Background: an optimization exercise with open tools, aiming at small area and a short achievable clock period. Do not read the settings as production practice.
Function was checked by simulation only, so behaviour that the tests miss may differ from the original.
No activity file was given, so power comes from the tool's default toggle rates.

--- flow/run.sh ---
#!/bin/bash
# synth_recipe.tcl (not shown) runs the flow's synth.tcl, then flattens the netlist and writes it again
# the make line also repeats each setting of config.mk as NAME=value (left out here)
make -C /OpenROAD-flow-scripts/flow DESIGN_CONFIG=/design/flow/config.mk WORK_HOME=/design/flow/orfs CLKGATE_MAP_FILE= SYNTH_SCRIPT=/design/flow/synth_recipe.tcl finish
--- flow/config.mk ---
export PLATFORM = sky130hd
export DESIGN_NAME = APB_top
export DESIGN_NICKNAME = APB_top
export VERILOG_FILES = /design/flow/design.v
export SDC_FILE = /design/flow/constraint.sdc
export NUM_CORES = 4
export LEC_CHECK = 0
export CAP_MARGIN = 20
export CORE_MARGIN = 2
export CORE_UTILIZATION = 40
export CTS_CLUSTER_DIAMETER = 100
export CTS_CLUSTER_SIZE = 25
export PLACE_DENSITY = 0.6
export SETUP_SLACK_MARGIN = 3.1
export SLEW_MARGIN = 20
--- flow/constraint.sdc ---
create_clock -name core_clock -period 5.0 [get_ports {PCLK}]
set_input_delay 1.0000 -clock core_clock [delete_from_list [all_inputs] [get_ports {PCLK}]]
set_output_delay 1.0000 -clock core_clock [all_outputs]
set_load 0.01 [all_outputs]
--- flow/design.v ---
module APB_master(input             PCLK,
                  input             PRESETn,
                  input             Transfer,
                  input             Wr_Rd,
                  input      [4:0]  Address,
                  input      [31:0] write_data,
                  output reg [31:0] read_data,
                  input      [31:0] PRDATA,    
                  output reg [31:0] PSEL_ROW,  
                  output reg [31:0] PWDATA,
                  output            PWEN,      
                  output            PREAD);    
    reg st_setup, st_access;
    reg pwrite_q;
    wire go = PRESETn & Transfer;
    always @(posedge PCLK) begin
        st_setup  <= go & ~st_setup;
        st_access <= go & st_setup;
    end
    always @(posedge PCLK) begin
        PSEL_ROW <= (go & st_setup) ? (32'd1 << Address) : 32'd0;
        pwrite_q <= Wr_Rd;
        PWDATA   <= write_data;
    end
    assign PREAD   = ~pwrite_q;
    assign PWEN    = PRESETn & pwrite_q;
    wire rd_hold = ~(PRESETn & st_access & ~pwrite_q);
    always @(posedge PCLK)
        read_data <= ({32{PRESETn}} & PRDATA) | ({32{rd_hold}} & read_data);
endmodule
module APB_slave(input         PCLK,
                 input  [31:0] PSEL_ROW,
                 input  [31:0] PWDATA,
                 input         PWEN,
                 input         PREAD,
                 output [31:0] PRDATA);
    reg [31:0] mem [0:31];
    integer i;
    always @(posedge PCLK) begin
        for (i = 0; i < 32; i = i + 1)
            if (PWEN & PSEL_ROW[i])
                mem[i] <= PWDATA;
    end
    reg [31:0] rd;
    always @(*) begin
        rd = 32'd0;
        for (i = 0; i < 32; i = i + 1)
            rd = rd | (mem[i] & {32{PSEL_ROW[i] & PREAD}});
    end
    assign PRDATA = rd;
endmodule
module APB_top(input PCLK,
               input PRESETn,
               input Transfer,
               input Wr_Rd,
               input [4:0] Address,
               input [31:0] write_data,
               output [31:0] read_data);
    wire [31:0] PSEL_ROW, PWDATA, PRDATA;
    wire        PWEN, PREAD;
    APB_master Design_master(.PCLK(PCLK), .PRESETn(PRESETn), .Transfer(Transfer),
                             .Wr_Rd(Wr_Rd), .Address(Address), .write_data(write_data),
                             .read_data(read_data), .PRDATA(PRDATA), .PSEL_ROW(PSEL_ROW),
                             .PWDATA(PWDATA), .PWEN(PWEN),
                             .PREAD(PREAD));
    APB_slave Design_slave(.PCLK(PCLK), .PSEL_ROW(PSEL_ROW), .PWDATA(PWDATA),
                           .PWEN(PWEN), .PREAD(PREAD), .PRDATA(PRDATA));
endmodule
==> impl_results.md, run 1 <==
- Wire length reported by the detailed router: between 100,000 and 150,000 um
- Worst slew pin tran: 1.01 ns
- Number of buffers on the longest clock path: 3
- Final Total Pwr: 15.9 mW
- RSZ-0062 raised after global routing: yes
- Pin count of the biggest net entering global routing: 35
- Worst hold path class: reg2reg
- Root buffer selected by CTS: sky130_fd_sc_hd__clkbuf_16
- Average cell area after synthesis: around 19 um^2
- Die height: approximately 320 um
- Final layout net count: approximately 2.2k
- Synth Register Bits: 1,123
- Die Wd: approximately 320 um
- Fraction of the cycle the final worst path needs: a little over two fifths
- Crit path kind: reg2out
- IO buf count: between 70 and 80
- Power density relative to cell area: between 300 and 400 mW/mm^2
- Slowest stage delay, CP: 0.41 ns
- Synth top area share: 78.2%
- Avg WL per Cell: approximately 32 um
- Arrival time at the worst endpoint: between 1 and 1.5 ns
- Final worst path period need: 2.18 ns
- Router iterations before antenna repair: 6
- Net load switching power: ~3.3 mW
- Detailed placement HPWL: around 67,000 um
- Netlist cell types: 24
- Fraction of power spent switching nets: between 20 and 25%
- Sequential share of the synthesized area: between 80% and 90%
- Die Footprint: around 0.10 mm^2
- Area growth syn-to-layout: 12.6%
- Crit path launch type: flip-flop
- Remaining global-route overflow: 0
- Synth warn: 3
- Fmax: ~460 MHz
- Via Count: approximately 21k
- Area of the core region: slightly below 0.1 mm^2
- Buf+Inv Stages, Crit Path: 1
- Most area-consuming cells after synthesis: sky130_fd_sc_hd__edfxtp_1, sky130_fd_sc_hd__a22oi_1, sky130_fd_sc_hd__dfxtp_1, sky130_fd_sc_hd__nand4_1, sky130_fd_sc_hd__buf_6
- Total number of placement rows: 115
- Number of vias per cell: about 6.2
- # setup viols final: 0
- TritonCTS clock tree: yes
- Placed instance area: 0.0410 mm^2
- Share of total power in the clock network: 30.7%
- Final Max Slew Viols: 0
- Result of the run: no timing/DRC/antenna violations
- Gate count after technology mapping: around 2.1k
- Area leader, netlist: sky130_fd_sc_hd__edfxtp_1
- Slowest cell on the critical path: sky130_fd_sc_hd__dfxtp_4
- Wire length of the first global-routing pass: around 150,000 um
- Sequential share of power: between 60 and 70%
- Post-synth design cell area: 0.0393 mm^2
- Top-Level Pins: 73
- Clock slew at reported path FFs: ~0.1 ns
- Number of sinks driven by the clock tree: between 1k and 1.5k
- Critical path fanouts, max: 2
- Required @ worst endpoint: approximately 4.0 ns
- Largest delay contributor family on the critical path: flip-flops
- Reported max-cap violation count: 0
- Max VDD drop: about 0.26 mV
- Initial core utilization: 40.2%
- Filler-free cell count of the finished design: ~3.5k
- Fillcell total: between 8k and 9k
- Summed area of non-filler cells in the final layout: approximately 0.044 mm^2
- Asr flop ratio synth: 0%
- Synthesized netlist net count: about 2.1k
- Antenna Nets Post-Route: 0
- Fraction of layout instances using a drive strength above 1: a little under a fifth
- H-tree depth reported by CTS: 2
- Routability-driven placement congestion ratio: approximately 0.89
- Critical Path Sink Type: output pin
- Post-synth top flop: sky130_fd_sc_hd__edfxtp_1
- Number of antenna violations at the first check in global routing: 0
- Critical-path cell list: buf_6
- Layout Utilization: between 40% and 50%
- Number of buffers inserted during clock tree synthesis: 51
- Number of enable-type register cells in the synthesized netlist: 1,024
- Pleak: about 13 nW
- Comb power frac: about 2.6%
- N_diodes: 0
- Cell Count Post-Placement: ~3.3k
- Fin Clk Skew: between 0.04 and 0.05 ns
- Combined global-route utilization of all metal layers: 20.7%
- Relative max-transition margin: between 30% and 40%
- DRC Markers: 0
- Clock insertion delay at the later pin of the skew report: 0.66 ns
- Internal power of the cells: approximately 13 mW
- Final sum of negative setup slack: 0 ns
- Number of DRC violations after detailed-routing iteration 0: ~3.2k
- Vias in the first global route: 19.5k
- Hold Fails Final Rpt: 0
cell usage after synthesis (2+ instances only):
| library cell | instances |
|---|---|
| sky130_fd_sc_hd__clkbuf_1 | 26 |
| sky130_fd_sc_hd__nor2b_1 | 2 |
| sky130_fd_sc_hd__nor4_1 | 32 |
| sky130_fd_sc_hd__buf_6 | 50 |
| sky130_fd_sc_hd__a22oi_1 | 512 |
| sky130_fd_sc_hd__nand2_1 | 40 |
| sky130_fd_sc_hd__o21ai_1 | 29 |
| sky130_fd_sc_hd__o21ai_0 | 3 |
| sky130_fd_sc_hd__nand3_1 | 2 |
| sky130_fd_sc_hd__buf_1 | 3 |
| sky130_fd_sc_hd__and3_1 | 33 |
| sky130_fd_sc_hd__nand2b_1 | 3 |
| sky130_fd_sc_hd__buf_4 | 13 |
| sky130_fd_sc_hd__buf_2 | 47 |
| sky130_fd_sc_hd__nor2_1 | 34 |
| sky130_fd_sc_hd__edfxtp_1 | 1024 |
| sky130_fd_sc_hd__nand4_1 | 128 |
| sky130_fd_sc_hd__dfxtp_1 | 99 |
| sky130_fd_sc_hd__buf_8 | 3 |
power by group through the flow:
stage / logic, mW / clock network (mW) / registers (mW)
2_1_floorplan: 0.0824 / 0 / 10.7
3_3_place_gp: 0.358 / 0 / 10.8
3_5_place_dp: 0.358 / 0 / 10.8
4_1_cts: 0.387 / 4.91 / 10.6
5_1_grt: 0.432 / 5.21 / 10.6
6_report: 0.405 / 4.87 / 10.6
cell type report:
type / count / area (um^2) / share of cell area [%]
clock buffer: 90 / 1470 / 3.31
clock inverter: 4 / 51.3 / 0.116
multi-input combinational: 840 / 6680 / 15.1
sequential: 1123 / 32900 / 74.3
tap: 1287 / 1610 / 3.64
timing repair buffer: 134 / 1580 / 3.56
flip-flops by register name, indices dropped and copies added, names as in the netlist:
name,flops
Design_master.st_access,1
Design_master.pwrite_q,1
Design_slave.mem,1024
Design_master.PWDATA,32
Design_master.read_data,32
Design_master.PSEL_ROW,32
Design_master.st_setup,1
final timing paths:
path / end / slack (ns) / from / cells past startpoint
max: read_data[16] / 2.82 / Design_master.read_data[16] / 1
min: Design_master.st_setup / 0.42 / Design_master.st_setup / 1
max reg2reg: Design_master.read_data[23] / 3.00 / Design_master.PSEL_ROW[22] / 6
min reg2reg: Design_master.st_setup / 0.42 / Design_master.st_setup / 1
per-layer routing:
layer,GRT usage (%),share of wire (%),up-vias
met4,4.97,2.4,0
met1,31.4,43,11400
met5,0,0,-
met3,3.02,9.0,119
met2,31.4,46,1131
li1,-,-,8819
cells by family (layout without fill, tap and decap cells):
family / after synthesis / in the layout / synth area share, %
flip-flops: 1123 / 1123 / 83.2
AND/OR/NAND/NOR: 278 / 296 / 3.95
buffers and inverters: 143 / 228 / 2.68
AO/OA/AOI/OAI: 544 / 544 / 10.2
stage by stage:
step / hold slack (ns) / worst slack, ns
2_1_floorplan: 0.383 / 3.10
3_3_place_gp: 0.398 / 1.61
3_5_place_dp: 0.405 / 1.55
4_1_cts: 0.418 / 2.80
5_1_grt: 0.425 / 2.78
6_report: 0.419 / 2.82
placed cells by master (no fill, tap or decap), types with 2 or more instances in the layout:
master and n:
sky130_fd_sc_hd__a22oi_1 416, sky130_fd_sc_hd__a22oi_2 96, sky130_fd_sc_hd__and3_4 49, sky130_fd_sc_hd__buf_12 10
sky130_fd_sc_hd__buf_16 6, sky130_fd_sc_hd__buf_4 27, sky130_fd_sc_hd__buf_6 47, sky130_fd_sc_hd__buf_8 2
sky130_fd_sc_hd__clkbuf_1 37, sky130_fd_sc_hd__clkbuf_16 55, sky130_fd_sc_hd__clkdlybuf4s50_1 39, sky130_fd_sc_hd__dfxtp_1 17
sky130_fd_sc_hd__dfxtp_2 53, sky130_fd_sc_hd__dfxtp_4 29, sky130_fd_sc_hd__edfxtp_1 1024, sky130_fd_sc_hd__nand2_1 40
sky130_fd_sc_hd__nand2b_1 2, sky130_fd_sc_hd__nand3_1 2, sky130_fd_sc_hd__nand4_1 128, sky130_fd_sc_hd__nor2_1 34
sky130_fd_sc_hd__nor2b_1 2, sky130_fd_sc_hd__nor4_2 22, sky130_fd_sc_hd__nor4_4 9, sky130_fd_sc_hd__o21ai_1 31
timing repair:
item,in CTS,in global routing
setup buffers,20,9
pin swaps,95,59
cloned,4,20
setup endpoints to repair,1120,850
resized for setup,376,72
hold buffers,0,0
==> run 2: changes to the inputs <==
--- a/flow/config.mk
+++ b/flow/config.mk
@@ -9,3 +9,3 @@
 export CORE_MARGIN = 2
-export CORE_UTILIZATION = 40
+export CORE_UTILIZATION = 45
 export CTS_CLUSTER_DIAMETER = 100
@@ -13,3 +13,3 @@
 export PLACE_DENSITY = 0.6
-export SETUP_SLACK_MARGIN = 3.1
+export SETUP_SLACK_MARGIN = 3.0
 export SLEW_MARGIN = 20
==> run 2 against run 1 <==
Net effect:
- clock-buffer cell count increased by 1
- clock skew decreased by 0.015 ns
- final area decreased by 2.5%
- clock power about the same
- synthesized area unchanged
- sequential share of layout area increased by 1.9 points
- critical path depth unchanged
- power about the same
- synthesized cell count unchanged
- cell count decreased by 4.1%
- critical path type unchanged
- routed wire length about the same
==> impl_results.md, run 2 <==
- Worst slew pin tran: 1.02 ns
- Post-synth top flop: sky130_fd_sc_hd__edfxtp_1
- Power density relative to cell area: around 370 mW/mm^2
- Slowest stage delay, CP: slightly above 0.4 ns
- IO buf count: between 70 and 80
- Comb power frac: under 10%
- Fraction of layout instances using a drive strength above 1: about an eighth
- Synth warn: 3
- Cell Count Post-Placement: 3,205
- Critical path fanouts, max: 2
- Largest delay contributor family on the critical path: flip-flops
- Number of buffers on the longest clock path: 3
- Total number of placement rows: roughly 110
- Relative max-transition margin: a little under a third
- Leading cell type in the layout, fill and taps excluded: sky130_fd_sc_hd__edfxtp_1
- Wire length of the first global-routing pass: around 150,000 um
- Fmax: between 400 and 500 MHz
- Net load switching power: roughly 3.3 mW
- Combined global-route utilization of all metal layers: between 20 and 25%
- Critical Path Sink Type: output pin
- TritonCTS clock tree: yes
- Hold Fails Final Rpt: 0
- Most frequent cells after synthesis: sky130_fd_sc_hd__edfxtp_1, sky130_fd_sc_hd__a22oi_1, sky130_fd_sc_hd__nand4_1, sky130_fd_sc_hd__dfxtp_1, sky130_fd_sc_hd__buf_6
- Fillcell total: 7,087
- Final layout net count: between 2k and 2.5k
- Buf+Inv Stages, Crit Path: 1
- Number of DRC violations after detailed-routing iteration 0: 2,563
- Detailed placement HPWL: around 65,000 um
- Number of buffers inserted during clock tree synthesis: 51
- Final Total Pwr: about 16 mW
- Sequential share of the synthesized area: about 83%
- Logic depth of the worst path, buffers included: 1
- Remaining global-route overflow: 0
- Final sum of negative setup slack: 0 ns
- Netlist cell types: 24
- Reg-to-reg setup timing slack: between 2 and 3 ns
- Average cell area after synthesis: approximately 19 um^2
- Cell with the most instances after synthesis: sky130_fd_sc_hd__edfxtp_1
- R2r worst-path depth: 4
- Number of sinks driven by the clock tree: about 1.1k
- Result of the run: no timing/DRC/antenna violations
- Arrival time at the worst endpoint: between 1 and 1.5 ns
- Synthesized netlist net count: about 2.1k
- Asr flop ratio synth: 0%
- Final worst path period need: 2.18 ns
- Fraction of power spent switching nets: 20.9%
- DRC Markers: 0
- Via Count: between 20k and 25k
- Root buffer selected by CTS: sky130_fd_sc_hd__clkbuf_16
- Wire length reported by the detailed router: between 100,000 and 150,000 um
- Critical register-to-register path startpoint: Design_master.PSEL_ROW[11]
- Avg WL per Cell: 33.3 um
- Vias in the first global route: 19.9k
- Cts hold-fix bufs: 0
- Worst hold path class: reg2reg
- First element of the critical path: Design_master.read_data[10]
- Area leader, netlist: sky130_fd_sc_hd__edfxtp_1
- Slowest cell on the critical path: sky130_fd_sc_hd__dfxtp_4
- Area of the core region: ~0.087 mm^2
- RR Endpoint: Design_master.read_data[13]
- Die Wd: 300 um
- Share of total power in the clock network: 30.7%
- Crit path launch type: flip-flop
- Fraction of the cycle the final worst path needs: between 40% and 50%
- Die height: between 200 and 300 um
- Number of flip-flops under the largest register name: roughly 1k
- Critical-path cell list: buf_6
- Number of vias per cell: 6.28
- Max VDD drop: around 0.27 mV
- Final Max Slew Viols: 0
- Commonest cells after routing, fill and taps aside: sky130_fd_sc_hd__edfxtp_1, sky130_fd_sc_hd__a22oi_1, sky130_fd_sc_hd__nand4_1
- Most area-consuming cells after synthesis: sky130_fd_sc_hd__edfxtp_1, sky130_fd_sc_hd__a22oi_1, sky130_fd_sc_hd__dfxtp_1, sky130_fd_sc_hd__nand4_1, sky130_fd_sc_hd__buf_6
- # setup viols final: 0
- Clock insertion delay at the later pin of the skew report: 0.67 ns
- Synth Register Bits: 1,123
- H-tree depth reported by CTS: 2
- Reported max-cap violation count: 0
- Fin Clk Skew: roughly 0.032 ns
- Antenna Nets Post-Route: 0
- Number of antenna violations at the first check in global routing: 5
- Filler-free cell count of the finished design: between 3k and 4k
- Routability-driven placement congestion ratio: roughly 0.86
- Router iterations before antenna repair: 7
- Crit path capture: read_data[10]
- Internal power of the cells: 12.6 mW
- Pleak: approximately 13 nW
- Required @ worst endpoint: 4.00 ns
- RSZ-0062 raised after global routing: yes
- Number of enable-type register cells in the synthesized netlist: between 1k and 1.5k
- Area growth syn-to-layout: 9.79%
- Crit path kind: reg2out
- Post-synth design cell area: between 0.03 and 0.04 mm^2
- Sequential share of power: about two thirds
- Pin count of the biggest net entering global routing: 51
- Gate count after technology mapping: around 2.1k
- Clock slew at reported path FFs: roughly 0.10 ns
- Register with the highest flop count: Design_slave.mem
- Synth top area share: 78.2%
- Initial core utilization: between 40 and 50%
- Top-Level Pins: 73
- Die Footprint: between 0.08 and 0.09 mm^2
==> run 2: cell counts after synthesis <==
No cell type changed its count.
==> run 2: worst min path at each step <==
stage	to	cells after the start	slack, ns	start
finish	Design_master.st_setup	1	0.42	Design_master.st_setup
CTS	Design_master.st_setup	1	0.42	Design_master.st_setup
global placement	Design_master.st_setup	1	0.40	Design_master.st_setup
detailed placement	Design_master.st_setup	1	0.40	Design_master.st_setup
global route	Design_master.st_setup	1	0.45	Design_master.st_setup
floorplan	Design_master.st_setup	1	0.38	Design_master.st_setup
==> run 2: cells by family (layout without fill, tap and decap cells) <==
logic type / after synthesis / after routing / share of synthesized area (%)
flops: 1123 / 1123 / 83.2
simple gates: 278 / 299 / 3.95
other cells: 0 / 2 / 0
compound gates: 544 / 544 / 10.2
buf+inv: 143 / 213 / 2.68
==> run 2: layout make-up <==
| class | instances | area [um^2] | area share [%] |
|---|---|---|---|
| Multi-Input combinational cell | 843 | 6150 | 14.2 |
| Sequential cell | 1123 | 32900 | 76.2 |
| Antenna cell | 2 | 5.00 | 0.0116 |
| Tap cell | 1155 | 1450 | 3.35 |
| Clock buffer | 91 | 1460 | 3.37 |
| Clock inverter | 5 | 53.8 | 0.125 |
| Timing Repair Buffer | 117 | 1180 | 2.73 |
==> run 2: timing repair <==
action / 4_1_cts / 5_1_grt
cloned: 16 / 5
gates resized for setup: 276 / 25
setup endpoints to repair: 1120 / 474
pin swaps: 22 / 31
buffers inserted: 4 / 8
hold endpoints to repair: 0 / 0
==> run 2: stage by stage <==
stage          hold slack, ns  area, um^2  utilization [%]  worst slack, ns
6_report                0.420       43200             49.8             2.82
5_1_grt                 0.449       43200             49.8             2.80
4_1_cts                 0.417       43000             49.5             2.80
3_3_place_gp            0.397       40900             47.1             1.34
2_1_floorplan           0.383       39500                -             3.08
3_5_place_dp            0.404       40900             47.1             1.29
==> run 2: power groups by stage <==
stage / Sequential (mW) / Clock, mW / Combinational, mW
after detailed placement: 10.8 / 0 / 0.392
after floorplan: 10.7 / 0 / 0.0818
after global placement: 10.8 / 0 / 0.386
after CTS: 10.6 / 4.90 / 0.416
after global routing: 10.6 / 5.20 / 0.447
final: 10.6 / 4.87 / 0.417
==> run 2: layer usage <==
layer  vias to the layer above  track usage, %  part of all wire, %
met5                         -               0                0.035
met2                       919            40.2                   49
met3                       161            4.39                  7.8
li1                       8788               -                    -
met4                         6            7.08                  3.3
met1                     11100            32.6                   40
==> run 3: changes to the inputs <==
--- a/flow/config.mk
+++ b/flow/config.mk
@@ -9,6 +9,6 @@
 export CORE_MARGIN = 2
-export CORE_UTILIZATION = 45
+export CORE_UTILIZATION = 50
 export CTS_CLUSTER_DIAMETER = 100
 export CTS_CLUSTER_SIZE = 25
-export PLACE_DENSITY = 0.6
+export PLACE_DENSITY = 0.65
 export SETUP_SLACK_MARGIN = 3.0
==> run 3 against run 2 <==
Net effect:
- largest power group unchanged
- die area shrank 9.9%
- highest routed layer unchanged
- worst hold slack lost 0.0067 ns
- critical endpoint is now read_data[12]
- critical path type unchanged
- still clean
- global-route usage grew 2.5 points
- clock power shrank 0.8%
==> impl_results.md, run 3 <==
- Result of the run: no timing/DRC/antenna violations
- Fraction of power spent switching nets: between 20% and 30%
- Synth top area share: between 70% and 80%
- Clock slew at reported path FFs: 0.10 ns
- Pleak: 13.4 nW
- Wire length of the first global-routing pass: 153,000 um
- Netlist cell types: 24
- Critical-path cell list: buf_6
- Final worst path period need: around 2.2 ns
- Power density relative to cell area: ~360 mW/mm^2
- Relative max-transition margin: roughly 35%
- Critical register-to-register path startpoint: Design_master.PSEL_ROW[13]
- Comb power frac: under 10%
- Sequential Area: around 0.033 mm^2
- TritonCTS clock tree: yes
- Die height: 285 um
- Synth Register Bits: 1,123
- Combined global-route utilization of all metal layers: 26.6%
- Number of cells traversed by the worst hold path: 1
- Required @ worst endpoint: 4.00 ns
- Share of total power in the clock network: a little under a third
- Critical path fanouts, max: 2
- # setup viols final: 0
- Vias in the first global route: between 20k and 25k
- Net load switching power: around 3.2 mW
- Cell Count Post-Placement: between 3k and 4k
- Max VDD drop: 0.251 mV
- Clock insertion delay at the later pin of the skew report: between 0.6 and 0.7 ns
- Routability-driven placement congestion ratio: 0.908
- First element of the critical path: Design_master.read_data[12]
- Avg WL per Cell: ~33 um
- R2r worst-path depth: 5
- Fraction of layout instances using a drive strength above 1: between 15 and 20%
- Asr flop ratio synth: 0%
- RR Endpoint: Design_master.read_data[5]
- Post-synth design cell area: between 0.03 and 0.04 mm^2
- Crit path launch type: flip-flop
- Number of buffers on the longest clock path: 3
- Cell with the most instances after synthesis: sky130_fd_sc_hd__edfxtp_1
- Fillcell total: between 5k and 6k
- Leading cell type in the layout, fill and taps excluded: sky130_fd_sc_hd__edfxtp_1
- Critical Path Sink Type: output pin
- Worst slew pin tran: ~0.98 ns
- Die Wd: approximately 280 um
- Largest delay contributor family on the critical path: flip-flops
- Number of vias per cell: roughly 6.6
- Number of flip-flops under the largest register name: 1,024
- Via Count: between 20k and 25k
- Number of antenna violations at the first check in global routing: 6
- Detailed placement HPWL: around 62,000 um
- Pin count of the biggest net entering global routing: between 60 and 70
- Final Max Slew Viols: 0
- Filler-free cell count of the finished design: between 3k and 4k
- Final Total Pwr: around 16 mW
- Root buffer selected by CTS: sky130_fd_sc_hd__clkbuf_16
- Reported max-cap violation count: 0
- Gate count after technology mapping: ~2.1k
- Sequential share of power: between 60% and 70%
- Top-Level Pins: 73
- IO buf count: 72
- Worst hold path class: reg2reg
- Number of enable-type register cells in the synthesized netlist: roughly 1k
- Hold Fails Final Rpt: 0
- Sequential share of the synthesized area: approximately 83%
- Number of sinks driven by the clock tree: around 1.1k
- Reg-to-reg setup timing slack: 2.98 ns
- Worst hold slack across all endpoints: 0.413 ns
- RSZ-0062 raised after global routing: yes
- Register with the highest flop count: Design_slave.mem
- Total number of placement rows: about 100
- Total area of multi-input combinational cells: about 0.0063 mm^2
- Arrival time at the worst endpoint: 1.16 ns
- Area leader, netlist: sky130_fd_sc_hd__edfxtp_1
- Internal power of the cells: approximately 13 mW
- Post-synth top flop: sky130_fd_sc_hd__edfxtp_1
- Area of the core region: around 0.078 mm^2
- Most area-consuming cells after synthesis: sky130_fd_sc_hd__edfxtp_1, sky130_fd_sc_hd__a22oi_1, sky130_fd_sc_hd__dfxtp_1, sky130_fd_sc_hd__nand4_1, sky130_fd_sc_hd__buf_6
- Crit path kind: reg2out
- Area growth syn-to-layout: 12.2%
- Commonest cells after routing, fill and taps aside: sky130_fd_sc_hd__edfxtp_1, sky130_fd_sc_hd__a22oi_1, sky130_fd_sc_hd__nand4_1
- Slowest cell on the critical path: sky130_fd_sc_hd__dfxtp_4
- HP Start: Design_master.st_setup
- Wire length reported by the detailed router: 110,000 um
- Synth warn: 3
- Router iterations before antenna repair: 7
- Slowest stage delay, CP: 0.41 ns
- Cts hold-fix bufs: 0
- Fmax: ~460 MHz
- Fin Clk Skew: 0.0272 ns
- Number of buffers inserted during clock tree synthesis: 51
- H-tree depth reported by CTS: 2
- DRC Markers: 0
- Logic depth of the worst path, buffers included: 1
- Remaining global-route overflow: 0
- Final sum of negative setup slack: 0 ns
- Fraction of the cycle the final worst path needs: a little over two fifths
- Final layout net count: around 2.2k
- Number of DRC violations after detailed-routing iteration 0: 3,357
- Buf+Inv Stages, Crit Path: 1
- Die Footprint: a little over 0.08 mm^2
- Antenna Nets Post-Route: 0
- Average cell area after synthesis: ~19 um^2
- Initial core utilization: between 50% and 60%
- Hold-critical path endpoint: Design_master.st_setup
- Most frequent cells after synthesis: sky130_fd_sc_hd__edfxtp_1, sky130_fd_sc_hd__a22oi_1, sky130_fd_sc_hd__nand4_1, sky130_fd_sc_hd__dfxtp_1, sky130_fd_sc_hd__buf_6
- Synthesized netlist net count: roughly 2.1k
-- run 3: cell families after synthesis --
| group | share of synthesized area [%] |
|---|---|
| and+or+nand+nor | 3.95 |
| buffers and inverters | 2.68 |
| DFF | 83.2 |
| AOI/OAI and AO/OA | 10.2 |
-- run 3: worst max-delay path by stage --
stage | end | slack (ns)
6_report | read_data[12] | 2.84
5_1_grt | read_data[3] | 2.82
4_1_cts | read_data[17] | 2.83
3_5_place_dp | Design_slave.mem[30][17] | 1.80
3_3_place_gp | Design_slave.mem[30][15] | 1.84
2_1_floorplan | Design_slave.mem[15][0] | 3.08
-- run 3: power by group through the flow --
| stage | logic, mW | clock network [mW] | registers (mW) |
|---|---|---|---|
| 2_1_floorplan | 0.0818 | 0 | 10.7 |
| 3_3_place_gp | 0.421 | 0 | 10.7 |
| 3_5_place_dp | 0.427 | 0 | 10.7 |
| 4_1_cts | 0.477 | 4.85 | 10.5 |
| 5_1_grt | 0.512 | 5.17 | 10.5 |
| 6_report | 0.482 | 4.83 | 10.5 |
-- run 3: final cells by class --
cell class                 instances  area share (%)
timing repair buffer             173            4.75
clock inverter                     2          0.0737
sequential                      1123            74.5
clock buffer                      93            3.34
antenna                            4          0.0227
multi-input combinational        854            14.4
tap                             1040            2.95
-- run 3: metrics by stage --
step / util, % / setup WS, ns / cell area (um^2)
CTS: 56.3 / 2.83 / 43800
floorplan: - / 3.08 / 39500
detailed placement: 52.5 / 1.80 / 40800
global placement: 52.5 / 1.84 / 40800
global route: 56.8 / 2.82 / 44100
finish: 56.8 / 2.84 / 44100
-- run 3: worst reg2reg max path, stage by stage, from the launching register on --
cell and delay (ns):
sky130_fd_sc_hd__dfxtp_2 0.42, sky130_fd_sc_hd__buf_6 0.23, sky130_fd_sc_hd__a22oi_1 0.32, sky130_fd_sc_hd__nand4_1 0.44
sky130_fd_sc_hd__nor4_4 0.39, sky130_fd_sc_hd__o21ai_1 0.11
-- run 3: repair_timing --
action / CTS / global route
gates cloned: 33 / 1
gates resized for setup: 292 / 58
endpoints found under the setup margin: 1113 / 56
setup buffers: 47 / 8
pin swaps: 58 / 30
-- run 3: metal layers --
metal  track usage [%]  wire length (um)
met5                 0                27
met4              9.79              4580
met3              5.51             11900
met2              41.5             51500
met1              37.4             41800
==> run 4: changes to the inputs <==
--- a/flow/config.mk
+++ b/flow/config.mk
@@ -9,6 +9,6 @@
 export CORE_MARGIN = 2
-export CORE_UTILIZATION = 50
+export CORE_UTILIZATION = 35
 export CTS_CLUSTER_DIAMETER = 100
 export CTS_CLUSTER_SIZE = 25
-export PLACE_DENSITY = 0.65
+export PLACE_DENSITY = 0.6
 export SETUP_SLACK_MARGIN = 3.0
==> run 4 against run 3 <==
Net effect:
- combinational power is 22% lower
- synthesized cell count is the same
- largest cell class unchanged
- highest routed layer unchanged
- clock power barely moved
- still clean on timing, DRC and antenna
- flip-flop and latch count is the same
- largest power group unchanged
- critical endpoint is now read_data[21]
- cell count rose by 11%
- critical path type unchanged
==> impl_results.md, run 4 <==
- Root buffer selected by CTS: sky130_fd_sc_hd__clkbuf_16
- Number of DRC violations after detailed-routing iteration 0: 3,522
- Share of total power in the clock network: 30.5%
- Vias in the first global route: around 20k
- Die Footprint: between 0.1 and 0.15 mm^2
- Critical path fanouts, max: 2
- Worst hold path class: reg2reg
- Combined global-route utilization of all metal layers: about a fifth
- Asr flop ratio synth: 0%
- Final critical-path setup slack: approximately 2.8 ns
- Dpl ws: around 1.7 ns
- Reg-to-reg setup timing slack: between 2 and 3 ns
- Comb power frac: 2.4%
- Summed area of non-filler cells in the final layout: roughly 0.044 mm^2
- Crit path launch type: flip-flop
- RSZ-0062 raised after global routing: yes
- Reported max-cap violation count: 0
- Area leader, netlist: sky130_fd_sc_hd__edfxtp_1
- # setup viols final: 0
- Via Count: roughly 21k
- Logic depth of the worst path, buffers included: 1
- Router iterations before antenna repair: 5
- Fraction of the cycle the final worst path needs: between 40 and 50%
- Commonest cells after routing, fill and taps aside: sky130_fd_sc_hd__edfxtp_1, sky130_fd_sc_hd__a22oi_1, sky130_fd_sc_hd__nand4_1
- Max VDD drop: 0.243 mV
- Gate count after technology mapping: between 2k and 2.5k
- Final worst path period need: between 2 and 2.5 ns
- TritonCTS clock tree: yes
- Final Max Slew Viols: 0
- Largest delay contributor family on the critical path: flip-flops
- Slowest cell on the critical path: sky130_fd_sc_hd__dfxtp_4
- Synth warn: 3
- Number of antenna violations at the first check in global routing: 4
- Hold Fails Final Rpt: 0
- Power density relative to cell area: approximately 370 mW/mm^2
- Arrival time at the worst endpoint: between 1 and 1.5 ns
- Number of enable-type register cells in the synthesized netlist: roughly 1.0k
- Worst slew pin tran: 1.14 ns
- Most area-consuming cells after synthesis: sky130_fd_sc_hd__edfxtp_1, sky130_fd_sc_hd__a22oi_1, sky130_fd_sc_hd__dfxtp_1, sky130_fd_sc_hd__nand4_1, sky130_fd_sc_hd__buf_6
- Area of the core region: between 0.1 and 0.15 mm^2
- Antenna Nets Post-Route: 0
- Pleak: between 10 and 15 nW
- Die Wd: 339 um
- Synth Register Bits: approximately 1.1k
- DRC Markers: 0
- Critical Path Sink Type: output pin
- Internal power of the cells: ~13 mW
- Worst hold slack across all endpoints: between 0.4 and 0.5 ns
- Clock insertion delay at the later pin of the skew report: roughly 0.65 ns
- Avg WL per Cell: between 30 and 40 um
- Critical register-to-register path startpoint: Design_master.PSEL_ROW[16]
- Fraction of power spent switching nets: 21.0%
- Detailed placement HPWL: 72,900 um
- Total number of placement rows: approximately 120
- Clock slew at reported path FFs: 0.10 ns
- Final layout net count: between 2k and 2.5k
- Number of buffers inserted during clock tree synthesis: 51
- Initial core utilization: 35.1%
- Synthesized netlist net count: roughly 2.1k
- Crit path kind: reg2out
- Slowest stage delay, CP: between 0.4 and 0.5 ns
- Cts hold-fix bufs: 0
- Number of buffers on the longest clock path: 3
- Number of sinks driven by the clock tree: about 1.1k
- Sequential share of the synthesized area: ~83%
- Buf+Inv Stages, Crit Path: 1
- IO buf count: 72
- RR Endpoint: Design_master.read_data[12]
- Wire length reported by the detailed router: between 100,000 and 150,000 um
- Result of the run: no timing/DRC/antenna violations
- Top-Level Pins: between 70 and 80
- Area growth syn-to-layout: 10.6%
- Average cell area after synthesis: roughly 19 um^2
- Crit path capture: read_data[21]
- Netlist cell types: 24
- Relative max-transition margin: between 20% and 30%
- First element of the critical path: Design_master.read_data[21]
- Pin count of the biggest net entering global routing: 38
- Synth top area share: 78.2%
- Die height: ~340 um
- Wire length of the first global-routing pass: approximately 160,000 um
- Critical-path cell list: buf_6
- Leading cell type in the layout, fill and taps excluded: sky130_fd_sc_hd__edfxtp_1
- Fmax: between 400 and 500 MHz
- R2r worst-path depth: 4
- Final Total Pwr: approximately 16 mW
- Final sum of negative setup slack: 0 ns
- Post-synth design cell area: 0.0393 mm^2
- Cell with the most instances after synthesis: sky130_fd_sc_hd__edfxtp_1
- Net load switching power: roughly 3.3 mW
- Fillcell total: just over 10k
- Fraction of layout instances using a drive strength above 1: between 10 and 15%
- Number of flip-flops under the largest register name: between 1k and 1.5k
- Required @ worst endpoint: approximately 4 ns
- Fin Clk Skew: about 0.032 ns
- Post-synth top flop: sky130_fd_sc_hd__edfxtp_1
- H-tree depth reported by CTS: 2
- Most frequent cells after synthesis: sky130_fd_sc_hd__edfxtp_1, sky130_fd_sc_hd__a22oi_1, sky130_fd_sc_hd__nand4_1, sky130_fd_sc_hd__dfxtp_1, sky130_fd_sc_hd__buf_6
- Placed instance area: just over 0.04 mm^2
- Routability-driven placement congestion ratio: about 0.92
- Register with the highest flop count: Design_slave.mem
- Sequential share of power: between 60 and 70%
- Remaining global-route overflow: 0
- Number of vias per cell: between 5 and 6
run 4: cell type report:
type / instances / area (um^2) / area share, %
diodes: 3 / 7.51 / 0.0173
clock buffers: 92 / 1470 / 3.38
clock inverters: 3 / 37.5 / 0.0863
multi-input cells: 832 / 6200 / 14.2
flip-flops and latches: 1123 / 32900 / 75.7
well taps: 1500 / 1880 / 4.31
repair buffers: 88 / 972 / 2.23
run 4: power groups by stage:
stage	clock network (mW)	registers, mW	logic (mW)
after global placement	0	10.8	0.351
after detailed placement	0	10.9	0.354
after global routing	5.17	10.7	0.405
after floorplan	0	10.7	0.0818
after CTS	4.89	10.7	0.380
final	4.85	10.7	0.378
run 4: per-layer routing:
| metal | routed length (um) | GRT usage (%) | share of wire [%] |
|---|---|---|---|
| met5 | 34 | 0 | 0.029 |
| met4 | 4820 | 7.37 | 4.1 |
| met3 | 12400 | 4.20 | 11 |
| met2 | 52700 | 29.3 | 45 |
| met1 | 46500 | 27.0 | 40 |
run 4: stage by stage:
step | std cells | util [%]
after floorplan | 2088 | -
after global placement | 3522 | 36.7
after detailed placement | 3522 | 36.7
after CTS | 3623 | 38.5
after global routing | 3638 | 38.8
final | 3641 | 38.8
run 4: cells by family (layout without fill, tap and decap cells):
kind of cell,Yosys count,count (layout),synth area share (%)
AOI/OAI and AO/OA,544,544,10.2
buffers and inverters,143,183,2.68
DFF,1123,1123,83.2
other,0,3,0
and+or+nand+nor,278,288,3.95
run 4: worst min path at each step:
stage,from,endpoint,slack [ns],cells past startpoint
4_1_cts,Design_master.st_setup,Design_master.st_setup,0.41,1
3_3_place_gp,Design_master.st_setup,Design_master.st_setup,0.39,1
2_1_floorplan,Design_master.st_setup,Design_master.st_setup,0.38,1
6_report,Design_master.st_setup,Design_master.st_setup,0.42,1
3_5_place_dp,Design_master.st_setup,Design_master.st_setup,0.40,1
5_1_grt,Design_master.st_setup,Design_master.st_setup,0.43,1
run 4: timing repair:
action | in CTS | in global routing
cloned | 3 | 7
setup buffers | 3 | 8
pin swaps | 30 | 20
setup endpoints to repair | 1120 | 683
resized for setup | 293 | 41
==> run 5: changes to the inputs <==
--- a/flow/config.mk
+++ b/flow/config.mk
@@ -9,6 +9,6 @@
 export CORE_MARGIN = 2
-export CORE_UTILIZATION = 35
-export CTS_CLUSTER_DIAMETER = 100
-export CTS_CLUSTER_SIZE = 25
-export PLACE_DENSITY = 0.6
+export CORE_UTILIZATION = 40
+export CTS_CLUSTER_DIAMETER = 120
+export CTS_CLUSTER_SIZE = 30
+export PLACE_DENSITY = 0.65
 export SETUP_SLACK_MARGIN = 3.0
==> run 5 against run 4 <==
Net effect:
- highest routed layer unchanged
- still clean
- utilization rose by 5.7 points
- synthesized cell count unchanged
- critical path type unchanged
- sequential power hardly changed
- power fell by 2.8%
==> impl_results.md, run 5 <==
- Fraction of the cycle the final worst path needs: about 44%
- Pin count of the biggest net entering global routing: 53
- Sequential Area: around 0.033 mm^2
- Final critical-path setup slack: about 2.8 ns
- Routability-driven placement congestion ratio: 0.914
- H-tree depth reported by CTS: 2
- Fraction of layout instances using a drive strength above 1: 16.3%
- Crit path kind: reg2out
- Clock slew at reported path FFs: ~0.11 ns
- # setup viols final: 0
- Result of the run: no timing/DRC/antenna violations
- Power density relative to cell area: around 350 mW/mm^2
- Die height: roughly 320 um
- Slowest stage delay, CP: 0.43 ns
- Critical-path cell list: buf_6
- Die Footprint: 0.101 mm^2
- Commonest cells after routing, fill and taps aside: sky130_fd_sc_hd__edfxtp_1, sky130_fd_sc_hd__a22oi_1, sky130_fd_sc_hd__nand4_1
- Final worst path period need: roughly 2.2 ns
- Fmax: about 460 MHz
- Sequential share of the synthesized area: between 80% and 90%
- Critical Path Sink Type: output pin
- Number of buffers on the longest clock path: 3
- Most area-consuming cells after synthesis: sky130_fd_sc_hd__edfxtp_1, sky130_fd_sc_hd__a22oi_1, sky130_fd_sc_hd__dfxtp_1, sky130_fd_sc_hd__nand4_1, sky130_fd_sc_hd__buf_6
- Area growth syn-to-layout: 10.9%
- Pleak: roughly 13 nW
- Die Wd: roughly 320 um
- Detailed placement HPWL: roughly 70,000 um
- Average cell area after synthesis: about 19 um^2
- Dpl ws: ~1.6 ns
- Most frequent cells after synthesis: sky130_fd_sc_hd__edfxtp_1, sky130_fd_sc_hd__a22oi_1, sky130_fd_sc_hd__nand4_1, sky130_fd_sc_hd__dfxtp_1, sky130_fd_sc_hd__buf_6
- Final Total Pwr: 15.5 mW
- Synth Register Bits: between 1k and 1.5k
- Synthesized netlist net count: roughly 2.1k
- Number of antenna violations at the first check in global routing: 3
- Antenna Nets Post-Route: 0
- Number of enable-type register cells in the synthesized netlist: 1,024
- Area of the core region: 0.0980 mm^2
- IO buf count: a little over 70
- Final sum of negative setup slack: 0 ns
- Critical path fanouts, max: 2
- Post-synth design cell area: about 0.039 mm^2
- Total number of placement rows: approximately 120
- Crit path launch type: flip-flop
- Worst slew pin tran: about 1.1 ns
- Reported max-cap violation count: 0
- Required @ worst endpoint: roughly 4.0 ns
- Buf+Inv Stages, Crit Path: 1
- Cell Count Post-Placement: around 3.3k
- Root buffer selected by CTS: sky130_fd_sc_hd__clkbuf_16
- Area leader, netlist: sky130_fd_sc_hd__edfxtp_1
- Hold Fails Final Rpt: 0
- Worst hold slack across all endpoints: roughly 0.43 ns
- Register with the highest flop count: Design_slave.mem
- Total area of multi-input combinational cells: approximately 0.0064 mm^2
- Cts hold-fix bufs: 0
- Initial core utilization: around two fifths
- Fin Clk Skew: approximately 0.020 ns
- Number of buffers inserted during clock tree synthesis: 43
- Max VDD drop: approximately 0.24 mV
- Router iterations before antenna repair: 6
- Largest delay contributor family on the critical path: flip-flops
- Number of flip-flops under the largest register name: roughly 1k
- Wire length reported by the detailed router: 112,000 um
- Wire length of the first global-routing pass: 153,000 um
- Remaining global-route overflow: 0
- Final layout net count: about 2.2k
- Combined global-route utilization of all metal layers: around a fifth
- Synth top area share: between 70% and 80%
- Slowest cell on the critical path: sky130_fd_sc_hd__dfxtp_4
- Worst hold path class: reg2reg
- Relative max-transition margin: about 30%
- Clock insertion delay at the later pin of the skew report: roughly 0.63 ns
- Number of sinks driven by the clock tree: between 1k and 1.5k
- Cell with the most instances after synthesis: sky130_fd_sc_hd__edfxtp_1
- Leading cell type in the layout, fill and taps excluded: sky130_fd_sc_hd__edfxtp_1
- Number of DRC violations after detailed-routing iteration 0: around 3.7k
- Filler-free cell count of the finished design: about 3.5k
- Post-synth top flop: sky130_fd_sc_hd__edfxtp_1
- DRC Markers: 0
- Uppermost routed layer: met5
- Number of vias per cell: 6.18
- TritonCTS clock tree: yes
- Wl on met1: around 44,000 um
- Fillcell total: about 8k
- Gate count after technology mapping: roughly 2.1k
- Asr flop ratio synth: 0%
- Top-Level Pins: between 70 and 80
- Netlist cell types: 24
- Via Count: 21.4k
- Met2 wire len: 51,600 um
- RSZ-0062 raised after global routing: yes
- Vias in the first global route: just under 20k
- Final Max Slew Viols: 0
- Synth warn: 3
- Arrival time at the worst endpoint: roughly 1.2 ns
- Avg WL per Cell: between 30 and 40 um
- Met3 wire length: about 12,000 um
-- run 5: cell types whose count changed in the layout (fill, tap and decap cells not counted), sizes merged --
cell / change
and3: +8
buf: +47
bufbuf: +1
clkbuf: -17
clkdlybuf4s15: +1
clkinv: -3
inv: +1
-- run 5: metrics by stage --
stage	utilization (%)	cell area (um^2)
floorplan	-	39500
CTS	44.1	43200
finish	44.5	43600
detailed placement	41.9	41100
global placement	41.9	41100
global route	44.5	43600
-- run 5: metal layers --
metal	vias up	track usage [%]
met5	-	0
met4	2	6.35
met3	145	4.22
met2	1332	32.9
met1	11200	30.9
li1	8779	-
-- run 5: kinds of logic after synthesis --
logic type             Yosys count  share of synthesized area (%)
DFF                           1123                           83.2
buffers and inverters          143                           2.68
and+or+nand+nor                278                           3.95
AOI/OAI and AO/OA              544                           10.2
-- run 5: worst reg2reg max path, delay by kind of cell, from the launching register on --
family / cells / cell delay, ns
flops: 1 / 0.40
buf+inv: 2 / 0.29
simple gates: 2 / 1.05
compound gates: 2 / 0.27
-- run 5: final timing paths --
path	cells past startpoint	end	slack, ns	startpoint
worst max register to register	6	Design_master.read_data[9]	2.86	Design_master.PSEL_ROW[10]
worst max-delay path	1	read_data[11]	2.82	Design_master.read_data[11]
worst min-delay path	1	Design_master.st_setup	0.43	Design_master.st_setup
worst min register to register	1	Design_master.st_setup	0.43	Design_master.st_setup
-- run 5: where the power goes --
part | switching, mW | total (mW) | internal [mW]
Combinational | 0.163 | 0.366 | 0.203
Clock | 2.71 | 4.45 | 1.74
Sequential | 0.303 | 10.6 | 10.3
Total | 3.18 | 15.5 | 12.3
-- run 5: layout make-up --
class,count,area share (%)
sequential,1123,75.4
multi-input combinational,840,14.7
tap,1287,3.69
timing repair buffer,135,3.29
clock buffer,77,2.86
clock inverter,1,0.0459
antenna,3,0.0172
-- run 5: timing repair --
action	CTS	global route
pin swaps	44	42
gates resized for setup	334	56
gates cloned	20	2
setup endpoints to repair	1120	59
setup buffers	9	15
==> run 6: changes to the inputs <==
--- a/flow/config.mk
+++ b/flow/config.mk
@@ -12,4 +12,5 @@
 export CTS_CLUSTER_SIZE = 30
-export PLACE_DENSITY = 0.65
+export PLACE_DENSITY = 0.6
 export SETUP_SLACK_MARGIN = 3.0
 export SLEW_MARGIN = 20
+export TNS_END_PERCENT = 10
==> run 6 against run 5 <==
Net effect:
- still clean on timing, DRC and antenna
- synthesized area is the same
- non-clock buffer count shrank 38
- final area shrank 2.1%
- power grew 0.89%
- utilization shrank 0.93 points
- die area is the same
- synthesized cell count is the same
- clock power grew 0.9%
- worst setup slack lost 0.015 ns
- sequential power is essentially flat
- critical path type unchanged
- critical endpoint is now read_data[30]
==> impl_results.md, run 6 <==
- Dpl ws: between 1.5 and 2 ns
- Area growth syn-to-layout: 8.60%
- Sequential share of the synthesized area: between 80% and 90%
- Final critical-path setup slack: approximately 2.8 ns
- Most area-consuming cells after synthesis: sky130_fd_sc_hd__edfxtp_1, sky130_fd_sc_hd__a22oi_1, sky130_fd_sc_hd__dfxtp_1, sky130_fd_sc_hd__nand4_1, sky130_fd_sc_hd__buf_6
- Number of buffers inserted during clock tree synthesis: 43
- Logic depth of the worst path, buffers included: 1
- Max VDD drop: 0.284 mV
- Fin Clk Skew: 0.0268 ns
- Cell Count Post-Placement: 3,326
- Via Count: between 20k and 25k
- Cell with the most instances after synthesis: sky130_fd_sc_hd__edfxtp_1
- Die Wd: roughly 320 um
- Synthesized netlist net count: roughly 2.1k
- Number of cells traversed by the worst hold path: 1
- Pleak: approximately 13 nW
- Arrival time at the worst endpoint: 1.20 ns
- IO buf count: 72
- Antenna Nets Post-Route: 0
- Area of the core region: slightly below 0.1 mm^2
- Register with the highest flop count: Design_slave.mem
- Wire length reported by the detailed router: 124,000 um
- Number of enable-type register cells in the synthesized netlist: between 1k and 1.5k
- Gate count after technology mapping: 2,088
- Crit path kind: reg2out
- Number of DRC violations after detailed-routing iteration 0: about 4.0k
- Cts hold-fix bufs: 0
- # setup viols final: 0
- Slowest stage delay, CP: ~0.43 ns
- Result of the run: no timing/DRC/antenna violations
- Post-synth design cell area: 0.0393 mm^2
- Top-Level Pins: 73
- Synth top area share: between 70% and 80%
- Final layout net count: between 2k and 2.5k
- Critical path fanouts, max: 2
- Asr flop ratio synth: 0%
- Crit path launch type: flip-flop
- Root buffer selected by CTS: sky130_fd_sc_hd__clkbuf_16
- Placed instance area: ~0.041 mm^2
- Synth warn: 3
- Reported max-cap violation count: 0
- Detailed placement HPWL: between 70,000 and 80,000 um
- Router iterations before antenna repair: 6
- Required @ worst endpoint: about 4.0 ns
- Final Max Slew Viols: 0
- Number of buffers on the longest clock path: 3
- Number of flip-flops under the largest register name: approximately 1.0k
- Slowest cell on the critical path: sky130_fd_sc_hd__dfxtp_4
- Worst slew pin tran: 1.21 ns
- Netlist cell types: 24
- Final sum of negative setup slack: 0 ns
- DRC Markers: 0
- Hold Fails Final Rpt: 0
- Vias in the first global route: around 20k
- TritonCTS clock tree: yes
- Pin count of the biggest net entering global routing: 37
- Routability-driven placement congestion ratio: around 0.93
- Commonest cells after routing, fill and taps aside: sky130_fd_sc_hd__edfxtp_1, sky130_fd_sc_hd__a22oi_1, sky130_fd_sc_hd__nand4_1
- Number of vias per cell: between 6 and 7
- R2r worst-path depth: 4
- Post-synth top flop: sky130_fd_sc_hd__edfxtp_1
- Total number of placement rows: about 120
- Avg WL per Cell: approximately 36 um
- Relative max-transition margin: between 10% and 20%
- Combined global-route utilization of all metal layers: 23.9%
- Clock slew at reported path FFs: 0.11 ns
- Fmax: ~460 MHz
- Filler-free cell count of the finished design: around 3.4k
- Power density relative to cell area: roughly 360 mW/mm^2
- Die Footprint: between 0.1 and 0.15 mm^2
- Worst hold path class: reg2reg
- Worst hold slack across all endpoints: about 0.41 ns
- Critical Path Sink Type: output pin
- Clock insertion delay at the later pin of the skew report: approximately 0.65 ns
- Fraction of layout instances using a drive strength above 1: a little over an eighth
- H-tree depth reported by CTS: 2
- Leading cell type in the layout, fill and taps excluded: sky130_fd_sc_hd__edfxtp_1
- Fraction of the cycle the final worst path needs: 43.9%
- Synth Register Bits: 1,123
- Summed area of non-filler cells in the final layout: ~0.043 mm^2
- Remaining global-route overflow: 0
- Wire length of the first global-routing pass: 166,000 um
- Critical-path cell list: buf_6
- Final worst path period need: 2.20 ns
- RSZ-0062 raised after global routing: yes
- Largest delay contributor family on the critical path: flip-flops
- Number of sinks driven by the clock tree: between 1k and 1.5k
- Area leader, netlist: sky130_fd_sc_hd__edfxtp_1
- Number of antenna violations at the first check in global routing: 12
- Die height: between 300 and 400 um
- Average cell area after synthesis: about 19 um^2
- Buf+Inv Stages, Crit Path: 1
- Most frequent cells after synthesis: sky130_fd_sc_hd__edfxtp_1, sky130_fd_sc_hd__a22oi_1, sky130_fd_sc_hd__nand4_1, sky130_fd_sc_hd__dfxtp_1, sky130_fd_sc_hd__buf_6
- Initial core utilization: roughly two fifths
-- run 6: final cells by class --
type,instances,area (um^2)
flip-flops and latches,1123,32900
fillers,8343,55300
clock inverters,4,45.0
multi-input cells,822,5930
repair buffers,97,962
clock buffers,75,1220
well taps,1287,1610
diodes,6,15.0
-- run 6: repair_timing --
item / 4_1_cts / 5_1_grt
endpoints found under the setup margin: 1101 / 637
gates resized for setup: 264 / 52
pin swaps: 7 / 19
buffers inserted: 3 / 0
-- run 6: cell families (layout without fill, tap and decap cells) --
| kind of cell | count (synthesis) | count (layout) | share of synthesized area (%) |
|---|---|---|---|
| buf+inv | 143 | 176 | 2.68 |
| other cells | 0 | 6 | 0 |
| flops | 1123 | 1123 | 83.2 |
| simple gates | 278 | 278 | 3.95 |
| compound gates | 544 | 544 | 10.2 |
-- run 6: power breakdown --
| part | internal, mW | leakage, nW | switching (mW) |
|---|---|---|---|
| Combinational | 0.197 | 1.94 | 0.190 |
| Clock | 1.71 | 0.601 | 2.78 |
| Sequential | 10.3 | 10.0 | 0.370 |
-- run 6: through the flow --
step                power (mW)  utilization (%)
floorplan                 10.7                -
global placement          11.3             41.7
detailed placement        11.3             41.7
CTS                       15.6             43.4
global route              15.9             43.6
finish                    15.6             43.6
-- run 6: worst paths after layout --
kind	slack, ns	endpoint	startpoint
setup reg to reg	2.89	Design_master.read_data[16]	Design_master.PSEL_ROW[20]
hold / removal	0.41	Design_master.st_setup	Design_master.st_setup
setup / recovery	2.80	read_data[30]	Design_master.read_data[30]
hold reg to reg	0.41	Design_master.st_setup	Design_master.st_setup
-- run 6: metal layers --
metal / global-route usage, % / wire length (um) / vias to the layer above
met5: 0 / 22 / -
met4: 8.50 / 5270 / 4
met3: 4.25 / 12900 / 214
met2: 39.0 / 58700 / 1377
met1: 32.5 / 46800 / 11200
li1: - / - / 8639
==> run 7: changes to the inputs <==
--- a/flow/config.mk
+++ b/flow/config.mk
@@ -12,2 +12,3 @@
 export CTS_CLUSTER_SIZE = 30
+export GPL_TIMING_DRIVEN = 0
 export PLACE_DENSITY = 0.6
@@ -15,2 +16 @@
 export SLEW_MARGIN = 20
-export TNS_END_PERCENT = 10
==> run 7 against run 6 <==
Net effect:
- die area did not move
- routed wire length fell by 4.7%
- utilization rose by 3.5 points
- clock skew rose by 0.032 ns
- maximum frequency rose by 1.7%
- register-to-register slack improved by 0.11 ns
- highest routed layer unchanged
==> impl_results.md, run 7 <==
- Largest delay contributor family on the critical path: flip-flops
- Slowest cell on the critical path: sky130_fd_sc_hd__dfxtp_2
- Internal power of the cells: approximately 12 mW
- RSZ-0062 raised after global routing: yes
- Die height: around 320 um
- Crit path launch type: flip-flop
- Die Wd: 318 um
- Avg WL per Cell: approximately 32 um
- # setup viols final: 0
- Critical-path cell list: buf_6
- Net load switching power: slightly above 3 mW
- Wire length of the first global-routing pass: 162,000 um
- Total number of placement rows: between 100 and 150
- Pin count of the biggest net entering global routing: 33
- Clock insertion delay at the later pin of the skew report: 0.65 ns
- Register with the highest flop count: Design_slave.mem
- Top-Level Pins: 73
- Router iterations before antenna repair: 5
- TritonCTS clock tree: yes
- Synth Register Bits: about 1.1k
- Comb power frac: about 2.4%
- Power density relative to cell area: 334 mW/mm^2
- Most area-consuming cells after synthesis: sky130_fd_sc_hd__edfxtp_1, sky130_fd_sc_hd__a22oi_1, sky130_fd_sc_hd__dfxtp_1, sky130_fd_sc_hd__nand4_1, sky130_fd_sc_hd__buf_6
- Post-synth design cell area: 0.0393 mm^2
- Reported max-cap violation count: 0
- Leading cell type in the layout, fill and taps excluded: sky130_fd_sc_hd__edfxtp_1
- Detailed placement HPWL: 59,500 um
- Area of the core region: slightly below 0.1 mm^2
- Number of flip-flops under the largest register name: about 1.0k
- Root buffer selected by CTS: sky130_fd_sc_hd__clkbuf_16
- Number of buffers inserted during clock tree synthesis: 43
- Gate count after technology mapping: between 2k and 2.5k
- Fraction of layout instances using a drive strength above 1: about a fifth
- Reg-to-reg setup timing slack: roughly 3.0 ns
- Crit path kind: reg2out
- Arrival time at the worst endpoint: about 1.2 ns
- Number of vias per cell: about 6
- Vias in the first global route: between 20k and 25k
- Synth top area share: between 70 and 80%
- Post-synth top flop: sky130_fd_sc_hd__edfxtp_1
- Area growth syn-to-layout: 17.3%
- Buf+Inv Stages, Crit Path: 1
- H-tree depth reported by CTS: 2
- Cell with the most instances after synthesis: sky130_fd_sc_hd__edfxtp_1
- Summed area of non-filler cells in the final layout: between 0.04 and 0.05 mm^2
- Wire length reported by the detailed router: around 120,000 um
- Routability-driven placement congestion ratio: slightly below 0.8
- Final Max Slew Viols: 0
- Number of antenna violations at the first check in global routing: 4
- Final worst path period need: approximately 2.2 ns
- Fmax: 463 MHz
- Synthesized netlist net count: about 2.1k
- Cts hold-fix bufs: 0
- DRC Markers: 0
- Slowest stage delay, CP: roughly 0.39 ns
- Worst slew pin tran: 1.07 ns
- Synth warn: 3
- Max VDD drop: between 0.3 and 0.4 mV
- Fin Clk Skew: 0.0587 ns
- Fraction of the cycle the final worst path needs: 43.2%
- Sequential share of power: 68.4%
- Share of total power in the clock network: approximately 30%
- Via Count: roughly 22k
- Most frequent cells after synthesis: sky130_fd_sc_hd__edfxtp_1, sky130_fd_sc_hd__a22oi_1, sky130_fd_sc_hd__nand4_1, sky130_fd_sc_hd__dfxtp_1, sky130_fd_sc_hd__buf_6
- Remaining global-route overflow: 0
- Die Footprint: between 0.1 and 0.15 mm^2
- Pleak: roughly 14 nW
- Sequential share of the synthesized area: about 83%
- Required @ worst endpoint: about 4 ns
- Fraction of power spent switching nets: between 20% and 30%
- Number of sinks driven by the clock tree: about 1.1k
- Final sum of negative setup slack: 0 ns
- Worst hold path class: reg2reg
- Fillcell total: approximately 8.0k
- Asr flop ratio synth: 0%
- Antenna Nets Post-Route: 0
- Critical path fanouts, max: 2
- Initial core utilization: between 40 and 50%
- Combined global-route utilization of all metal layers: a little under a quarter
- Placed instance area: roughly 0.042 mm^2
- Number of enable-type register cells in the synthesized netlist: a little over 1k
- Critical Path Sink Type: output pin
- Clock slew at reported path FFs: approximately 0.12 ns
- Netlist cell types: 24
- Final layout net count: around 2.4k
- Hold Fails Final Rpt: 0
- Relative max-transition margin: 28.7%
- Average cell area after synthesis: between 15 and 20 um^2
- IO buf count: ~70
- Number of buffers on the longest clock path: 3
- Area leader, netlist: sky130_fd_sc_hd__edfxtp_1
- Result of the run: no timing/DRC/antenna violations
- Commonest cells after routing, fill and taps aside: sky130_fd_sc_hd__edfxtp_1, sky130_fd_sc_hd__a22oi_1, sky130_fd_sc_hd__nand4_1
- Number of DRC violations after detailed-routing iteration 0: around 3.4k
run 7: cell count changes in the layout (fill, tap and decap cells not counted), moves of 8 or more:
cell                       previous run  this run
sky130_fd_sc_hd__clkbuf_4             0         8
sky130_fd_sc_hd__buf_12               1       103
sky130_fd_sc_hd__a22oi_1            468       508
sky130_fd_sc_hd__buf_4               24        56
sky130_fd_sc_hd__and3_2              15         0
sky130_fd_sc_hd__nor4_1              24        16
sky130_fd_sc_hd__buf_6               33        84
sky130_fd_sc_hd__dfxtp_2             45        54
sky130_fd_sc_hd__dfxtp_4             41         5
sky130_fd_sc_hd__buf_2                0        40
sky130_fd_sc_hd__dfxtp_1             13        40
sky130_fd_sc_hd__and3_4              17        64
sky130_fd_sc_hd__a22oi_2             44         4
run 7: power by group through the flow:
stage | Sequential [mW] | Clock, mW | Combinational (mW)
finish | 10.5 | 4.49 | 0.376
global route | 10.6 | 4.83 | 0.399
CTS | 10.5 | 4.53 | 0.376
detailed placement | 10.7 | 0 | 0.337
global placement | 10.7 | 0 | 0.330
floorplan | 10.7 | 0 | 0.0818
run 7: timing repair:
item | in CTS | in global routing
gates resized for setup | 282 | 58
cloned | 32 | 0
pin swaps | 57 | 8
setup endpoints to repair | 1090 | 219
buffers inserted | 121 | 6
run 7: layer usage:
layer | up-vias | GRT usage [%] | wire length [um]
met5 | - | 0 | 34
met4 | 6 | 10.4 | 6110
met3 | 240 | 4.55 | 12200
met2 | 1293 | 36.8 | 55600
met1 | 11600 | 29.7 | 43900
li1 | 9257 | - | -
run 7: logic make-up after synthesis:
| kind of cell | after synthesis | synth area share (%) |
|---|---|---|
| compound gates | 544 | 10.2 |
| flops | 1123 | 83.2 |
| simple gates | 278 | 3.95 |
| buf+inv | 143 | 2.68 |
run 7: final cells by class:
type / instances / area [um^2] / share of cell area [%]
Sequential cell: 1123 / 32800 / 71.1
Multi-Input combinational cell: 854 / 6240 / 13.5
Timing Repair Buffer: 200 / 3010 / 6.53
Buffer: 143 / 1160 / 2.52
Clock buffer: 75 / 1220 / 2.64
Antenna cell: 1 / 2.50 / 0.00542
Tap cell: 1287 / 1610 / 3.49
Clock inverter: 4 / 71.3 / 0.155
run 7: stage by stage:
stage / setup WS (ns) / hold slack (ns) / std cells / utilization (%) / power [mW]
6_report: 2.84 / 0.432 / 3687 / 47.1 / 15.4
5_1_grt: 2.83 / 0.437 / 3686 / 47.1 / 15.8
4_1_cts: 2.83 / 0.425 / 3680 / 46.8 / 15.4
3_5_place_dp: 1.82 / 0.409 / 3448 / 42.7 / 11.0
3_3_place_gp: 1.86 / 0.399 / 3447 / 42.7 / 11.0
2_1_floorplan: 3.08 / 0.383 / 2088 / - / 10.7
run 7: worst paths after layout:
kind	startpoint	to	cells past startpoint
worst min register to register	Design_master.st_setup	Design_master.st_setup	1
worst min-delay path	Design_master.st_setup	Design_master.st_setup	1
worst max register to register	Design_master.pwrite_q	Design_slave.mem[29][17]	2
worst max-delay path	Design_master.read_data[21]	read_data[21]	1
==> run 8: changes to the inputs <==
--- a/flow/config.mk
+++ b/flow/config.mk
@@ -12,3 +12,2 @@
 export CTS_CLUSTER_SIZE = 30
-export GPL_TIMING_DRIVEN = 0
 export PLACE_DENSITY = 0.6
==> run 8 against run 7 <==
Net effect:
- power rose by 0.61%
- cell count down 7.3%
- routed wire length decreased by 7.6%
- worst setup slack about the same
- largest cell class unchanged
==> impl_results.md, run 8 <==
- Total number of placement rows: 115
- Post-synth design cell area: approximately 0.039 mm^2
- Asr flop ratio synth: 0%
- Final sum of negative setup slack: 0 ns
- Number of DRC violations after detailed-routing iteration 0: between 3k and 4k
- Leading cell type in the layout, fill and taps excluded: sky130_fd_sc_hd__edfxtp_1
- DRC Markers: 0
- Required @ worst endpoint: about 4.0 ns
- Result of the run: no timing/DRC/antenna violations
- Remaining global-route overflow: 0
- Crit path launch type: flip-flop
- Clock insertion delay at the later pin of the skew report: 0.63 ns
- Initial core utilization: approximately 40%
- Final Max Slew Viols: 0
- Relative max-transition margin: around a third
- Cell with the most instances after synthesis: sky130_fd_sc_hd__edfxtp_1
- Detailed placement HPWL: 68,400 um
- Synthesized netlist net count: 2,129
- Synth Register Bits: ~1.1k
- Number of sinks driven by the clock tree: roughly 1.1k
- H-tree depth reported by CTS: 2
- Fmax: 463 MHz
- RSZ-0062 raised after global routing: yes
- Hold Fails Final Rpt: 0
- Number of cells traversed by the worst hold path: 1
- Routability-driven placement congestion ratio: between 0.9 and 1
- Pleak: approximately 13 nW
- Via Count: 20.9k
- Number of enable-type register cells in the synthesized netlist: between 1k and 1.5k
- Root buffer selected by CTS: sky130_fd_sc_hd__clkbuf_16
- Combined global-route utilization of all metal layers: 20.9%
- Register with the highest flop count: Design_slave.mem
- Fraction of the cycle the final worst path needs: between 40% and 50%
- Critical path fanouts, max: 2
- Area of the core region: between 0.09 and 0.1 mm^2
- Die Footprint: slightly above 0.1 mm^2
- Post-synth top flop: sky130_fd_sc_hd__edfxtp_1
- Summed area of non-filler cells in the final layout: 0.0428 mm^2
- Vias in the first global route: roughly 19k
- Critical-path cell list: buf_6
- Worst slew pin tran: between 0.9 and 1 ns
- Area growth syn-to-layout: 8.86%
- Pin count of the biggest net entering global routing: 51
- Number of buffers inserted during clock tree synthesis: 43
- Commonest cells after routing, fill and taps aside: sky130_fd_sc_hd__edfxtp_1, sky130_fd_sc_hd__a22oi_1, sky130_fd_sc_hd__nand4_1
- Die height: around 320 um
- Top-Level Pins: between 70 and 80
- Most area-consuming cells after synthesis: sky130_fd_sc_hd__edfxtp_1, sky130_fd_sc_hd__a22oi_1, sky130_fd_sc_hd__dfxtp_1, sky130_fd_sc_hd__nand4_1, sky130_fd_sc_hd__buf_6
- Synth warn: 3
- Critical Path Sink Type: output pin
- Power density relative to cell area: approximately 360 mW/mm^2
- Netlist cell types: 24
- Max VDD drop: roughly 0.26 mV
- IO buf count: between 70 and 80
- Wire length of the first global-routing pass: between 150,000 and 200,000 um
- Final layout net count: roughly 2.1k
- Arrival time at the worst endpoint: ~1.2 ns
- Avg WL per Cell: 31.9 um
- Number of antenna violations at the first check in global routing: 0
- Gate count after technology mapping: roughly 2.1k
- Average cell area after synthesis: between 15 and 20 um^2
- Wire length reported by the detailed router: 109,000 um
- Largest delay contributor family on the critical path: flip-flops
- Reported max-cap violation count: 0
- Final worst path period need: ~2.2 ns
- Most frequent cells after synthesis: sky130_fd_sc_hd__edfxtp_1, sky130_fd_sc_hd__a22oi_1, sky130_fd_sc_hd__nand4_1, sky130_fd_sc_hd__dfxtp_1, sky130_fd_sc_hd__buf_6
- R2r worst-path depth: 4
- Cts hold-fix bufs: 0
- Worst hold slack across all endpoints: 0.440 ns
- Antenna Nets Post-Route: 0
- Slowest stage delay, CP: between 0.4 and 0.5 ns
- Placed instance area: 0.0409 mm^2
- Buf+Inv Stages, Crit Path: 1
- Router iterations before antenna repair: 7
- Number of vias per cell: about 6.1
- # setup viols final: 0
- Die Wd: 318 um
- Sequential share of the synthesized area: ~83%
- Logic depth of the worst path, buffers included: 1
- Filler-free cell count of the finished design: ~3.4k
- Number of flip-flops under the largest register name: 1,024
- Clock slew at reported path FFs: around 0.12 ns
- Area leader, netlist: sky130_fd_sc_hd__edfxtp_1
- Number of buffers on the longest clock path: 3
- Fraction of layout instances using a drive strength above 1: around 13%
- TritonCTS clock tree: yes
- Fin Clk Skew: 0.0305 ns
- Crit path kind: reg2out
- Synth top area share: about four fifths
- Cell Count Post-Placement: between 3k and 4k
- Slowest cell on the critical path: sky130_fd_sc_hd__dfxtp_4
- Worst hold path class: reg2reg
[run 8: cell counts after synthesis]
Identical to the previous run, type by type.
[run 8: timing repair]
item / in CTS / in global routing
pin swaps: 14 / 17
setup buffers: 5 / 2
endpoints found under the setup margin: 1120 / 87
cloned: 16 / 1
resized for setup: 275 / 26
[run 8: cell families after synthesis]
family                 Yosys count  synth area share (%)
AOI/OAI and AO/OA              544                  10.2
buffers and inverters          143                  2.68
and+or+nand+nor                278                  3.95
DFF                           1123                  83.2
[run 8: worst paths after layout]
check,endpoint,slack [ns],start
worst max-delay path,read_data[0],2.84,Design_master.read_data[0]
worst min-delay path,Design_master.st_setup,0.44,Design_master.st_setup
worst max register to register,Design_master.read_data[8],2.92,Design_master.PSEL_ROW[3]
worst min register to register,Design_master.st_setup,0.44,Design_master.st_setup
[run 8: final cells by class]
class                           count  area [um^2]
Fill cell                        8321        55200
Sequential cell                  1123        32900
Multi-Input combinational cell    839         6090
Tap cell                         1287         1610
Clock buffer                       77         1250
Timing Repair Buffer               86          903
Clock inverter                      1         16.3
Antenna cell                        6         15.0
[run 8: power by group]
group          leakage [nW]  switching (mW)  internal (mW)
Combinational          1.94           0.180          0.207
Clock                 0.600            2.72           1.73
Sequential             10.1           0.307           10.3
[run 8: through the flow]
stage	util (%)	worst slack, ns	power [mW]
finish	43.7	2.84	15.5
global route	43.7	2.81	15.9
CTS	43.5	2.83	15.5
detailed placement	41.7	1.60	11.2
global placement	41.7	1.64	11.2
floorplan	-	3.08	10.7
[run 8: layer usage]
| layer | GRT usage, % | wire length, um | up-vias |
|---|---|---|---|
| li1 | - | - | 8691 |
| met1 | 32.3 | 47200 | 11100 |
| met2 | 31.4 | 48100 | 1058 |
| met4 | 3.99 | 3140 | 0 |
| met3 | 3.41 | 10400 | 94 |
| met5 | 0 | 0 | - |

[port drivers added, routing unchanged]
The results above use ideal ports. As a check the final layouts listed here were re-extracted and re-timed, cells and wires unchanged. Step 1, drivers: a clkbuf_16 drives PCLK and a buf_2 each remaining input, both assumed. Step 2 also shifts input and output timing later by t, the mid clock arrival at the registers, as if the neighbouring blocks saw the same clock. a / b / c = ideal ports / drivers / drivers and shift; a / b = the first two.
run | t, ns | setup WS [ns]
run 1 | 0.699 | 2.820 / 2.755 / 2.445
run 2 | 0.715 | 2.821 / 2.757 / 2.322
run 3 | 0.692 | 2.841 / 2.780 / 2.390
run 4 | 0.701 | 2.826 / 2.758 / 2.375
run 5 | 0.689 | 2.820 / 2.753 / 2.354
run 6 | 0.707 | 2.804 / 2.733 / 2.229
run 7 | 0.692 | 2.842 / 2.776 / 2.339
run 8 | 0.685 | 2.842 / 2.773 / 2.480
After both steps setup and hold are still met in every run listed.
